From an optimization exercise on the open Yosys and OpenROAD flow, aimed at small area; shortcuts taken in it are not production practice.
In this exercise RTL edits were held to simulation tests only and were not proved equivalent to the original.
The clock cells of runs 1 and 3 come from the design's own scripts or RTL, not from TritonCTS.
No driver is modelled on the clock port, so clock power and skew are understated where the tree is cut down; a real chip needs a root buffer or a tree.
No activity file was given, so power comes from the tool's default toggle rates.

==> flow/design.v <==
`timescale 1ns / 1ps
module Zmija(
input clk50, reset, up, down, left, right,
output [9:0] yCount,
output [9:0] xCount,
output VGA_hSync,
output VGA_vSync,
output VGA_R,
output VGA_G,
output VGA_B
 );
    reg        ph;           
    reg  [9:0] h, v;         
    reg  [6:0] lc;           
    reg  [1:0] tp;           
    reg        b;            
    reg  [5:0] x1;           
    reg  [4:0] y1;
    reg  [1:0] m1, m2, m3;   
    reg  [1:0] direction, controll;
    reg        game_over, e1, e2;
    reg        red_value, green_value;
    wire en   = ~ph;
    wire hend = h[9] & h[8] & (&h[4:0]);           
    wire vend = v[9] & v[3];                       
    wire hadv = ph & hend;                         
    wire lc77 = lc[6] & lc[3] & lc[2] & lc[0];      
    wire fire = lc77 & (&h[2:0]) & ~h[5] &
                (h[9] == tp[1]) & (h[4] == tp[1]) & (h[7] == ~tp[1]) &
                (h[8] == tp[0]) & (h[3] == tp[0]) & (h[6] == ~tp[0]);
    always @(posedge clk50) begin
        if (reset) begin
            ph <= 1'b0;
            h  <= 10'd0;
            v  <= 10'd0;
            lc <= 7'd0;
            tp <= 2'd0;
            b  <= 1'b0;
        end else begin
            ph <= ~ph;
            h  <= hadv ? 10'd0 : h + {9'd0, ph};
            v  <= (hadv & vend) ? 10'd0 : v + {9'd0, hadv};
            lc <= (ph & fire) ? 7'd0 : lc + {6'd0, hadv};
            tp <= tp + {1'b0, ph & fire};
            b  <= ph & fire;
        end
    end
    always @(posedge clk50) begin
        if (reset)
            controll <= 2'd0;
        else if (en) begin
            if (up) begin
                if (direction != 2'd1) controll <= 2'd3;
            end else if (left) begin
                if (direction != 2'd0) controll <= 2'd2;
            end else if (down) begin
                if (direction != 2'd3) controll <= 2'd1;
            end else if (right) begin
                if (direction != 2'd2) controll <= 2'd0;
            end
        end
    end
    wire [5:0] cs = h[9:4];        
    wire [4:0] cr = v[8:4];        
    wire       h0 = (h[3:0] == 4'd0);
    wire       hz = h0 & (h[9:4] == 6'd0);
    wire on_border = (x1 == 6'd0) | (x1 == 6'd37) | (y1 == 5'd0) | (y1 == 5'd29);
    wire active    = ~game_over & ~on_border;
    wire [5:0] dx = cs - x1;
    wire [4:0] dy = cr - y1;
    wire head  = (dx == 6'd0) & (dy == 5'd0);
    wire near = (dx[5:2] == {4{dx[2]}}) & (dy[4:2] == {3{dy[2]}});
    function [2:0] sx; input [2:0] x; input [1:0] d; sx = (d == 2'd0) ? x + 3'd1 : (d == 2'd2) ? x - 3'd1 : x; endfunction
    function [2:0] sy; input [2:0] y; input [1:0] d; sy = (d == 2'd1) ? y + 3'd1 : (d == 2'd3) ? y - 3'd1 : y; endfunction
    wire [2:0] qx2 = sx(dx[2:0], m1), qy2 = sy(dy[2:0], m1);
    wire [2:0] qx3 = sx(qx2, m2),     qy3 = sy(qy2, m2);
    wire [2:0] qx4 = sx(qx3, m3),     qy4 = sy(qy3, m3);
    wire snake = head | (near & (~|{qx2, qy2} | ~|{qx3, qy3} | ~|{qx4, qy4}));
    wire apple = ((cr == 5'd3)  & (cs == (e1 ? 6'd45 : 6'd32))) |
                 ((cr == 5'd25) & (cs == (e2 ? 6'd45 : 6'd5)));
    wire r2 = (cs < 6'd38) & (v[3:0] == 4'd0);
    wire rows = (cr < 5'd30);
    wire rowe = (cr == 5'd0) | (cr == 5'd29);
    wire bord  = (rows & ((cs == 6'd0) | (cs == 6'd37))) | ((cs < 6'd40) & rowe);
    wire bordl = (rows & ((cs == 6'd1) | (cs == 6'd38))) | ((cs < 6'd41) & rowe);
    wire paint = active & ~r2;
    wire green_n = ~h0 & paint & (snake | (apple & green_value));
    wire red_n   = h0 ? (hz ? ((lc == 7'd0) & ~b) : bordl)
                      : (bord | (paint & ~snake & apple));
    always @(posedge clk50) begin
        if (reset) begin
            x1 <= 6'd4;
            y1 <= 5'd1;
            m1 <= 2'd0;
            m2 <= 2'd0;
            m3 <= 2'd0;
            direction <= 2'd0;
            game_over <= 1'b0;
            e1 <= 1'b0;
            e2 <= 1'b0;
            red_value <= 1'b0;
            green_value <= 1'b0;
        end else begin
            if (en) begin
                red_value <= red_n;
                green_value <= green_n;
                if (on_border) game_over <= 1'b1;
                if (x1 == 6'd32 && y1 == 5'd3) e1 <= 1'b1;
                if (x1 == 6'd5 && y1 == 5'd25) e2 <= 1'b1;
                if (fire) direction <= controll;
            end
            if (b) begin
                case (direction)
                    2'd0: x1 <= x1 + 6'd1;
                    2'd1: y1 <= y1 + 5'd1;
                    2'd2: x1 <= x1 - 6'd1;
                    2'd3: y1 <= y1 - 5'd1;
                endcase
                m1 <= direction;
                m2 <= m1;
                m3 <= m2;
            end
        end
    end
    assign xCount = h;
    assign yCount = v;
    assign VGA_hSync = ~((h >= 10'd668) & (h <= 10'd763));
    assign VGA_vSync = ~(hz ? ((v[8:0] == 9'd494) | (v[8:0] == 9'd495)) : ((v[8:0] == 9'd493) | (v[8:0] == 9'd494)));
    assign VGA_R = red_value;
    assign VGA_G = green_value;
    assign VGA_B = 1'b0;
endmodule
==> flow/flow/run.sh <==
#!/bin/bash
# Layout flow: the standard synthesis, then a stronger area re-optimisation of the
# combinational logic only (every flip-flop instance is kept as it is, with its name and
# cell type), then the standard ORFS layout with the port buffers made from buf_1 and a
# four-buffer clock distribution (flow/pre_cts.tcl).
set -euo pipefail
HERE=$(pwd)
F=$HERE/flow
R=$HERE/orfs/results/$FLOW_PLATFORM/Zmija/base
LIB=$FLOW_HOME/platforms/$FLOW_PLATFORM/lib/sky130_fd_sc_hd__tt_025C_1v80.lib
YOSYS=$FLOW_HOME/../tools/install/yosys/bin/yosys
[[ -x $YOSYS ]] || YOSYS=$(command -v yosys)

bash standard.sh synth > synth.log 2>&1

cp $R/1_2_yosys.v std_synth.v
DU=""
for c in $(cat $F/dont_use.txt); do DU="$DU -dont_use $c"; done
printf 'set_driving_cell sky130_fd_sc_hd__buf_1\nset_load 5\n' > abc.constr
cat > resyn.ys <<EOS
read_liberty -ignore_miss_func $LIB
read_verilog std_synth.v
hierarchy -top $FLOW_TOP
blackbox sky130_fd_sc_hd__dfxtp_1 sky130_fd_sc_hd__dfrtp_1 sky130_fd_sc_hd__dfstp_2 sky130_fd_sc_hd__conb_1
flatten
rename -hide w:*.*
opt -purge
abc -script $F/resyn.abc -liberty $LIB $DU -constr abc.constr -D 20000
opt_clean -purge
hilomap -singleton -hicell sky130_fd_sc_hd__conb_1 HI -locell sky130_fd_sc_hd__conb_1 LO
splitnets
opt_clean -purge
tee -o resyn_stat.txt stat -liberty $LIB
write_verilog -noattr -nohex -nodec resyn_raw.v
EOS
resyn_ok=1
$YOSYS -l resyn.log -s resyn.ys > /dev/null 2>&1 || resyn_ok=0
if [[ $resyn_ok == 1 ]]; then python3 $F/fixassign.py resyn_raw.v resyn.v > fixassign.log 2>&1 || resyn_ok=0; fi

# equivalence of the re-optimised netlist with the standard one (same registers)
cat > equiv.ys <<EOS
read_liberty -ignore_miss_func $LIB
read_verilog std_synth.v
rename $FLOW_TOP gold
read_verilog resyn.v
rename $FLOW_TOP gate
flatten gold gate
opt_clean
equiv_make gold gate equiv
hierarchy -top equiv
equiv_simple -seq 2
equiv_induct
equiv_status -assert
EOS
if [[ $resyn_ok == 1 ]] && $YOSYS -l equiv.log -s equiv.ys > /dev/null 2>&1; then
  cp resyn.v $R/1_2_yosys.v
  touch $R/1_2_yosys.v
  echo "resynthesis used" > resyn_result.txt
else
  echo "resynthesis not proven equivalent; standard netlist kept" > resyn_result.txt
fi
rm -f $R/1_synth.odb $R/1_synth.sdc

bash standard.sh BUFFER_PORTS_ARGS="-buffer_cell sky130_fd_sc_hd__buf_1" PRE_CTS_TCL=$F/pre_cts.tcl finish > layout.log 2>&1
==> flow/flow/clock_leaves.tcl <==
# Clock distribution for a small design: the clock port drives K leaf buffers directly,
# each leaf buffer drives the flip-flops of one placement cluster (k-means on x, y).
proc my_clock_leaves {master_name k} {
  set block [ord::get_db_block]
  set master [[ord::get_db] findMaster $master_name]
  set clk [$block findNet clk50]
  set sinks {}
  foreach it [$clk getITerms] { lappend sinks $it }
  set pts {}
  foreach it $sinks { set b [[$it getInst] getBBox]; lappend pts [list [expr {([$b xMin] + [$b xMax]) / 2}] [expr {([$b yMin] + [$b yMax]) / 2}]] }
  set n [llength $sinks]
  # initial centres: spread over the sinks sorted by x then y
  set order [lsort -integer -index 0 [lmap p $pts i [lsearch -all $pts *] {list [lindex $p 0] $i}]]
  set cs {}
  for {set j 0} {$j < $k} {incr j} { lappend cs [lindex $pts [lindex [lindex $order [expr {($j * $n) / $k + $n / (2 * $k)}]] 1]] }
  for {set iter 0} {$iter < 50} {incr iter} {
    set asg {}
    foreach p $pts {
      set best 0; set bd -1
      for {set j 0} {$j < $k} {incr j} {
        set c [lindex $cs $j]
        set d [expr {abs([lindex $p 0] - [lindex $c 0]) + abs([lindex $p 1] - [lindex $c 1])}]
        if {$bd < 0 || $d < $bd} { set bd $d; set best $j }
      }
      lappend asg $best
    }
    set ncs {}
    for {set j 0} {$j < $k} {incr j} {
      set sx 0; set sy 0; set m 0
      foreach p $pts a $asg { if {$a == $j} { incr sx [lindex $p 0]; incr sy [lindex $p 1]; incr m } }
      if {$m == 0} { lappend ncs [lindex $cs $j] } else { lappend ncs [list [expr {$sx / $m}] [expr {$sy / $m}]] }
    }
    set cs $ncs
  }
  for {set j 0} {$j < $k} {incr j} {
    set net [odb::dbNet_create $block clk50_leaf$j]
    $net setSigType CLOCK
    set buf [odb::dbInst_create $block $master clkbuf_leaf$j]
    [$buf findITerm A] connect $clk
    [$buf findITerm X] connect $net
    set c [lindex $cs $j]
    $buf setLocation [lindex $c 0] [lindex $c 1]
    $buf setPlacementStatus PLACED
    set m 0
    foreach it $sinks a $asg { if {$a == $j} { $it disconnect; $it connect $net; incr m } }
    puts "clock leaf $j: $m sinks"
  }
}
==> flow/flow/dont_use.txt <==
sky130_fd_sc_hd__probe_p_8 sky130_fd_sc_hd__probec_p_8 sky130_fd_sc_hd__lpflow_bleeder_1 sky130_fd_sc_hd__lpflow_clkbufkapwr_1 sky130_fd_sc_hd__lpflow_clkbufkapwr_16 sky130_fd_sc_hd__lpflow_clkbufkapwr_2 sky130_fd_sc_hd__lpflow_clkbufkapwr_4 sky130_fd_sc_hd__lpflow_clkbufkapwr_8 sky130_fd_sc_hd__lpflow_clkinvkapwr_1 sky130_fd_sc_hd__lpflow_clkinvkapwr_16 sky130_fd_sc_hd__lpflow_clkinvkapwr_2 sky130_fd_sc_hd__lpflow_clkinvkapwr_4 sky130_fd_sc_hd__lpflow_clkinvkapwr_8 sky130_fd_sc_hd__lpflow_decapkapwr_12 sky130_fd_sc_hd__lpflow_decapkapwr_3 sky130_fd_sc_hd__lpflow_decapkapwr_4 sky130_fd_sc_hd__lpflow_decapkapwr_6 sky130_fd_sc_hd__lpflow_decapkapwr_8 sky130_fd_sc_hd__lpflow_inputiso0n_1 sky130_fd_sc_hd__lpflow_inputiso0p_1 sky130_fd_sc_hd__lpflow_inputiso1n_1 sky130_fd_sc_hd__lpflow_inputiso1p_1 sky130_fd_sc_hd__lpflow_inputisolatch_1 sky130_fd_sc_hd__lpflow_isobufsrc_1 sky130_fd_sc_hd__lpflow_isobufsrc_16 sky130_fd_sc_hd__lpflow_isobufsrc_2 sky130_fd_sc_hd__lpflow_isobufsrc_4 sky130_fd_sc_hd__lpflow_isobufsrc_8 sky130_fd_sc_hd__lpflow_isobufsrckapwr_16 sky130_fd_sc_hd__lpflow_lsbuf_lh_hl_isowell_tap_1 sky130_fd_sc_hd__lpflow_lsbuf_lh_hl_isowell_tap_2 sky130_fd_sc_hd__lpflow_lsbuf_lh_hl_isowell_tap_4 sky130_fd_sc_hd__lpflow_lsbuf_lh_isowell_4 sky130_fd_sc_hd__lpflow_lsbuf_lh_isowell_tap_1 sky130_fd_sc_hd__lpflow_lsbuf_lh_isowell_tap_2 sky130_fd_sc_hd__lpflow_lsbuf_lh_isowell_tap_4
==> flow/flow/fixassign.py <==
import re, sys
# yosys may leave "assign {port bits} = {internal nets};" aliases for output ports driven
# straight by flip-flops. Rename each internal net to its port bit and drop the assign.
src = open(sys.argv[1]).read()

def bits(expr):
    out = []
    for x in expr.strip().strip('{}').split(','):
        x = x.strip()
        m = re.fullmatch(r'(\S+)\[(\d+):(\d+)\]', x)
        if m:
            a, b = int(m.group(2)), int(m.group(3))
            step = -1 if a >= b else 1
            out += ['%s[%d]' % (m.group(1), i) for i in range(a, b + step, step)]
        else:
            out.append(x)
    return out

pairs = []
def take(m):
    lhs, rhs = bits(m.group(1)), bits(m.group(2))
    assert len(lhs) == len(rhs), m.group(0)
    pairs.extend(zip(lhs, rhs))
    return ''
src = re.sub(r'^\s*assign\s+(.+?)\s*=\s*(.+?);\s*$\n', take, src, flags=re.M)
for port, net in pairs:
    assert re.fullmatch(r'_\d+_', net), (port, net)
    src = re.sub(r'^\s*wire\s+%s;\s*\n' % re.escape(net), '', src, flags=re.M)
    src = re.sub(r'(?<![\w\\$])%s(?![\w$])' % re.escape(net), lambda _: port, src)
assert 'assign' not in src
open(sys.argv[2], 'w').write(src)
print('aliases replaced:', len(pairs))
==> flow/flow/pre_cts.tcl <==
# Runs before ORFS's CTS step (PRE_CTS_TCL). The design has only 57 flip-flops, so instead of
# TritonCTS's H-tree (9 to 11 buffers) the clock port drives four leaf buffers directly, each
# feeding one placement cluster of flip-flops; the rest of the CTS step (placement legalisation,
# timing repair) runs unchanged.
source [file join [file dirname [info script]] clock_leaves.tcl]
my_clock_leaves sky130_fd_sc_hd__clkbuf_8 4
proc clock_tree_synthesis {args} { puts "clock_tree_synthesis skipped: leaf clock buffers inserted by pre_cts.tcl" }
==> flow/flow/resyn.abc <==
strash
&get -n
&deepsyn -I 1 -J 300
&put
dch -f
amap
topo
==> flow/standard.sh <==
#!/bin/bash
# synth_recipe.tcl (not shown) runs the flow's synth.tcl, then flattens the netlist and writes it again
# the make line also repeats each setting of config.mk as NAME=value (left out here)
make -C /OpenROAD-flow-scripts/flow DESIGN_CONFIG=/design/flow/config.mk WORK_HOME=/design/flow/orfs CLKGATE_MAP_FILE= SYNTH_SCRIPT=/design/flow/synth_recipe.tcl "${@:-finish}"
==> flow/config.mk <==
export PLATFORM = sky130hd
export DESIGN_NAME = Zmija
export DESIGN_NICKNAME = Zmija
export VERILOG_FILES = /design/flow/design.v
export SDC_FILE = /design/flow/constraint.sdc
export NUM_CORES = 4
export LEC_CHECK = 0
export ABC_AREA = 1
export CAP_MARGIN = 20
export CORE_MARGIN = 2
export CORE_UTILIZATION = 60
export CTS_BUF_LIST = sky130_fd_sc_hd__clkbuf_4
export SLEW_MARGIN = 20
==> flow/constraint.sdc <==
create_clock -name core_clock -period 20.0 [get_ports {clk50}]
set_input_delay 4.0000 -clock core_clock [delete_from_list [all_inputs] [get_ports {clk50}]]
set_output_delay 4.0000 -clock core_clock [all_outputs]
set_load 0.01 [all_outputs]
==> results of run 1 <==
-- state kept, by name, indices dropped and copies added, names as in the netlist --
name         cells
m2               2
m1               2
e1               1
red_value        1
game_over        1
y1               5
lc               7
ph               1
tp               2
green_value      1
v               10
controll         2
direction        2
e2               1
x1               6
b                1
m3               2
h               10
-- worst register-to-register path, cell delays in order (launching register included) --
cell	delay, ps
dfxtp_1	440
clkinv_1	200
nor2_1	270
nand2_1	140
nor2_1	180
nand3_1	170
clkinv_1	110
nand2_1	140
nor2_1	220
nand2_1	110
nor2_1	180
nand2_1	120
nor2_1	140
clkinv_1	120
nor2_1	180
nand2_1	120
nor2_1	150
nor2_1	50
nor3_1	120
-- per-layer routing --
layer / vias up / share of wire
met5: - / 0
met4: 0 / 0.013
met3: 14 / 0.066
met2: 127 / 0.45
met1: 1483 / 0.47
li1: 1616 / -
-- stage by stage --
stage               instance area [sq um]  worst slack, ps  instances
global placement                     3210            14060        525
detailed placement                   3210            13950        525
floorplan                            3010            14280        428
global route                         3270            13460        529
finish                               3270            13700        529
CTS                                  3270            13950        529
-- layout make-up --
type	instances	area, sq um
inverter	63	236
buffer	4	55.1
timing repair buffer	30	116
fill	429	1520
multi-input combinational	308	1640
tap	67	83.8
sequential	57	1140
-- power by group through the flow --
stage	clock [mW]	sequential, mW	combinational (mW)
6_report	0.0472	0.115	0.00681
5_1_grt	0.0517	0.115	0.00757
4_1_cts	0.0355	0.118	0.00669
3_5_place_dp	0	0.118	0.00668
3_3_place_gp	0	0.118	0.00653
2_1_floorplan	0	0.118	0.00365
-- final timing paths --
kind / endpoint / start
hold / removal: direction[1] / controll[1]
setup / recovery: VGA_vSync / h[1]
hold reg to reg: direction[1] / controll[1]
setup reg to reg: v[8] / ph
==> summary.txt, run 1 <==
Setup Viol. Count Final 0; mean post-synth cell area 7.04 sq um; Net Switching 0.0346 mW; commonest non-fill, non-tap cells in the layout 95 x nor2_1, 63 x clkinv_1, 57 x dfxtp_1; num ports 31; leakage dissipation 1.02 nW; drt wl/cell 14.9 um; crit end category primary output; DR DRC count 0; Antenna Cells 0; Critical Path Max Stage Delay 650 ps; row count 25; Worst EP arrival 2300 ps; clock network power share 0.279; RSZ-0062 raised after global routing no; gr usage total 0.284; share of layout cells above drive strength 1 0.0108; synthesized instance count 428; Critical Path Source Type flop; Iter 0 DRT Violations 263; maxcap violations 0; WP data required 16000 ps; Setup CP Type flop to primary output; most frequent CP cell nor2_1; Crit Path Max Fanout 6; nets 470; Final min period 6300 ps; M1 GR Usage 0.408; CP delay by family, top simple AND/OR/NAND/NOR gates; Setup Skew 16.3 ps; antenna violations before repair 0; Crit. path cell count 7; Die Wd 74.9 um; number of global-route vias before repair 2795; total wire length 7.89 mm; hold depth 2; final hold slack 470 ps; CP Cell Sequence nor4_1 > nand2_1 > nor2_1 > nor2_1 > a2111oi_0 > o21ai_0 > buf_1; Synthesis Warnings 1; class of the worst hold path flop to flop; status no timing/DRC/antenna violations; grt total ovfl 0; R2R cell count 18; Final Hold Fails 0; post-cts gate resize count 0; DIE AREA 5600 sq um; cell-internal power 0.135 mW; sw frac 0.204; pin count of the biggest net entering global routing 23; Die Height 74.9 um; GR Util met3 0.0308; Post-Syn Area 3010 sq um; worst rel slew slack 0.531; initial core utilization 0.630; Post-CTS Repair Setup Buffers 0; grt met2 use 0.470; Clock transition at path regs 100 ps; Via density 6.12; worst slew pin tran 698 ps; commonest non-fill, non-tap cell in the layout nor2_1; CP max stage cell nor4_1; CP Buf/Inv Count 1; worst vdd ir 0.0000510 V; DRT antenna net count 0; dpl hpwl 6.10 mm; cts-stage hold buffer count 0; Gate power share 0.040; core area 4790 sq um; fmax 159 MHz; max-slew violation count 0; Setup TNS Final 0 ps; placer's final routability congestion estimate 0.936; via count 3240; R2R Setup Slk 16760 ps; first-pass GRT wire length 12.9 mm; Core Util, Final 0.683; GR peak layer met2; Synth Net Count 434; Reg power frac 0.681; Detailed Routing Iterations Pass 1 5; IO buf count 29; Worst-Skew Late Latency 150 ps; crit share post-route 0.315; power per cell area 51.8 nW/um^2; Layout area overhead 8.47%; Power, Total 0.169 mW
==> run 2: changes to the inputs <==
--- a/flow/design.v
+++ b/flow/design.v
@@ -64,7 +64,7 @@
     wire [4:0] cr = v[8:4];        
     wire       h0 = (h[3:0] == 4'd0);
     wire       hz = h0 & (h[9:4] == 6'd0);
-    wire on_border = (x1 == 6'd0) | (x1 == 6'd37) | (y1 == 5'd0) | (y1 == 5'd29);
+    wire on_border = (x1 == 6'd0) | (x1[5] & x1[2] & x1[0]) | (y1 == 5'd0) | (y1[4] & y1[3] & y1[2] & y1[0]);
     wire active    = ~game_over & ~on_border;
     wire [5:0] dx = cs - x1;
     wire [4:0] dy = cr - y1;
@@ -76,13 +76,16 @@
     wire [2:0] qx3 = sx(qx2, m2),     qy3 = sy(qy2, m2);
     wire [2:0] qx4 = sx(qx3, m3),     qy4 = sy(qy3, m3);
     wire snake = head | (near & (~|{qx2, qy2} | ~|{qx3, qy3} | ~|{qx4, qy4}));
-    wire apple = ((cr == 5'd3)  & (cs == (e1 ? 6'd45 : 6'd32))) |
-                 ((cr == 5'd25) & (cs == (e2 ? 6'd45 : 6'd5)));
+    wire cs37 = cs[5] & ~cs[3] & cs[2] & ~cs[1] & cs[0];
+    wire cs38 = cs[5] & ~cs[3] & cs[2] & cs[1] & ~cs[0];
+    wire cs45 = cs[5] & cs[3] & cs[2] & ~cs[1] & cs[0];
+    wire apple = ((cr == 5'd3)  & (e1 ? cs45 : (cs == 6'd32))) |
+                 ((cr == 5'd25) & (e2 ? cs45 : (cs == 6'd5)));
     wire r2 = (cs < 6'd38) & (v[3:0] == 4'd0);
     wire rows = (cr < 5'd30);
     wire rowe = (cr == 5'd0) | (cr == 5'd29);
-    wire bord  = (rows & ((cs == 6'd0) | (cs == 6'd37))) | ((cs < 6'd40) & rowe);
-    wire bordl = (rows & ((cs == 6'd1) | (cs == 6'd38))) | ((cs < 6'd41) & rowe);
+    wire bord  = (rows & ((cs == 6'd0) | cs37)) | ((cs < 6'd40) & rowe);
+    wire bordl = (rows & ((cs == 6'd1) | cs38)) | ((cs < 6'd41) & rowe);
     wire paint = active & ~r2;
     wire green_n = ~h0 & paint & (snake | (apple & green_value));
     wire red_n   = h0 ? (hz ? ((lc == 7'd0) & ~b) : bordl)
--- a/flow/config.mk
+++ b/flow/config.mk
@@ -8,6 +8,6 @@
 export ABC_AREA = 1
 export CAP_MARGIN = 20
 export CORE_MARGIN = 2
-export CORE_UTILIZATION = 60
+export CORE_UTILIZATION = 80
 export CTS_BUF_LIST = sky130_fd_sc_hd__clkbuf_4
 export SLEW_MARGIN = 20
==> run 2 against run 1 <==
  * Synthesized area is 0.37% lower
  * The flow now stops in 3_3_place_gp
  * Synthesized cell count down 2.8%
==> summary.txt, run 2 <==
Synthesis Warnings 1 (unchanged); synthesized instance count 416 (was 428); Die Wd 65.3 um (was 74.9 um); initial core utilization 0.826 (was 0.630); IO buf count 29 (unchanged); mean post-synth cell area 7.22 sq um (was 7.04 sq um); status did not finish (was no timing/DRC/antenna violations); first error [ERROR GPL-0301] Utilization 101.111 % exceeds 100%.; row count 22 (was 25); num ports 31 (unchanged); Post-Syn Area 3000 sq um (was 3010 sq um); Die Height 65.3 um (was 74.9 um); Synth Net Count 422 (was 434); failing step 3_3_place_gp
==> run 3: changes to the inputs <==
--- a/flow/config.mk
+++ b/flow/config.mk
@@ -8,6 +8,6 @@
 export ABC_AREA = 1
 export CAP_MARGIN = 20
 export CORE_MARGIN = 2
-export CORE_UTILIZATION = 80
+export CORE_UTILIZATION = 60
 export CTS_BUF_LIST = sky130_fd_sc_hd__clkbuf_4
 export SLEW_MARGIN = 20
==> run 3 against run 2 <==
  * The run now finishes clean
  * Synthesized area did not move
  * Synthesized cell count did not move
==> summary.txt, run 3 <==
class of the worst hold path flop to flop; gr usage total 0.278; worst vdd ir 0.0000534 V; worst rel slew slack 0.560; nets 458; synthesized instance count 416 (unchanged); DIE AREA 5580 sq um; Final Hold Fails 0; RSZ-0062 raised after global routing no; power per cell area 52.1 nW/um^2; WP data required 16000 ps; Layout area overhead 8.50%; Worst-Skew Late Latency 160 ps; drt wl/cell 14.7 um; worst slack at placement 14290 ps; Setup Viol. Count Final 0; maxcap violations 0; number of global-route vias before repair 2866; initial core utilization 0.627 (was 0.826); Antenna Cells 0; CP Cell Sequence nor4_1 > nand2_1 > clkinv_1 > nand4_1 > nand2_1 > nand2_1 > o211ai_1 > buf_1; first-pass GRT wire length 12.6 mm; Critical Path Source Type flop; placed cell area 3200 sq um; hold depth 2; placer's final routability congestion estimate 0.956; leakage dissipation 1.02 nW; fmax 170 MHz; row count 25 (was 22); core area 4790 sq um; Clock transition at path regs 90 ps; Iter 0 DRT Violations 194; cts-stage hold buffer count 0; via count 3162; Non-Filler Instances 517; Setup WS post-layout 14110 ps; total wire length 7.61 mm; Top Registers h: 10 flops, v: 10 flops, lc: 7 flops; Setup CP Type flop to primary output; Gate power share 0.047; Via density 6.12; Crit Path Max Fanout 6; commonest non-fill, non-tap cells in the layout 88 x nor2_1, 57 x dfxtp_1, 52 x clkinv_1; DR DRC count 0; antenna violations before repair 0; R2R cell count 13; grt total ovfl 0; commonest non-fill, non-tap cell in the layout nor2_1; most frequent CP cell nand2_1; CP max stage cell nor4_1; num ports 31 (unchanged); share of layout cells above drive strength 1 0.0111; crit end category primary output; Die Wd 74.7 um (was 65.3 um); Detailed Routing Iterations Pass 1 4; Net Switching 0.0339 mW; max-slew violation count 0; Post-CTS Repair Setup Buffers 0; Worst EP arrival 1890 ps; sw frac 0.200; cell-internal power 0.136 mW; placed insts 513; Reg power frac 0.680; worst slew pin tran 655 ps; Synthesis Warnings 1 (unchanged); pin count of the biggest net entering global routing 24; Final min period 5890 ps; Setup Skew 27.1 ps; IO buf count 29 (unchanged); Die Height 74.7 um (was 65.3 um); clock network power share 0.272; final instance area 3260 sq um; status no timing/DRC/antenna violations (was did not finish); Post-Syn Area 3000 sq um (unchanged); post-cts gate resize count 0; Power, Total 0.170 mW; crit share post-route 0.295; dpl hpwl 5.84 mm; Synth Net Count 422 (unchanged); mean post-synth cell area 7.22 sq um (unchanged); DRT antenna net count 0; Critical Path Max Stage Delay 520 ps; Setup TNS Final 0 ps
[run 3: power by group through the flow]
stage | sequential, mW | clock [mW] | combinational [mW]
2_1_floorplan | 0.118 | 0 | 0.00472
3_3_place_gp | 0.118 | 0 | 0.00786
3_5_place_dp | 0.118 | 0 | 0.00801
4_1_cts | 0.118 | 0.0355 | 0.00803
5_1_grt | 0.115 | 0.0501 | 0.00901
6_report | 0.115 | 0.0462 | 0.00804
[run 3: final timing paths]
check,startpoint,endpoint,slack [ps]
setup reg to reg,v[4],red_value,16630
hold reg to reg,game_over,game_over,470
setup / recovery,h[2],VGA_vSync,14110
hold / removal,game_over,game_over,470
[run 3: area by class of cell]
cell class	instances	area (sq um)
fillers	467	1530
flip-flops and latches	57	1140
inverters	52	195
repair buffers	30	116
well taps	67	83.8
multi-input cells	307	1670
plain buffers	4	55.1
[run 3: metrics by stage]
step | hold slack, ps | util
finish | 466 | 0.681
floorplan | 417 | -
global placement | 436 | 0.669
global route | 519 | 0.681
CTS | 456 | 0.681
detailed placement | 457 | 0.669
[run 3: critical path, delay by kind of cell (launching register included)]
| family | cells | cell delay [ps] |
|---|---|---|
| compound gates | 1 | 80 |
| buf+inv | 2 | 270 |
| flops | 1 | 360 |
| simple gates | 5 | 1020 |
[run 3: routing by layer]
layer | global-route usage | up-vias | wire length, um
met3 | 0.0187 | 16 | 307
met4 | 0.0655 | 0 | 160
li1 | - | 1605 | -
met5 | 0 | - | 0
met1 | 0.382 | 1458 | 3630
met2 | 0.482 | 83 | 3520

port drivers added, routing unchanged:
No port has a modelled driver above. Below, the same layouts with a new extraction and two added sets of constraints. Step 1 sets driving cells, clkbuf_16 on the clock port and buf_2 on the other inputs (assumed; they add their load-dependent delay and slew). Step 2 times the ports against the registers' clock, not the clock port: input delays grow and output delays shrink by t, the midpoint of the rising clock arrivals with the driver on. Three values: no drivers, after step 1, after step 2; two values: the first two.
| run | t (ns) | slack for setup (ns) | worst setup path at the end |
|---|---|---|---|
| run 1 | 0.208 | 13.700 / 13.638 / 13.846 | register to output |
| run 3 | 0.209 | 14.107 / 14.044 / 14.253 | register to output |
After both steps every run listed still meets setup and hold.
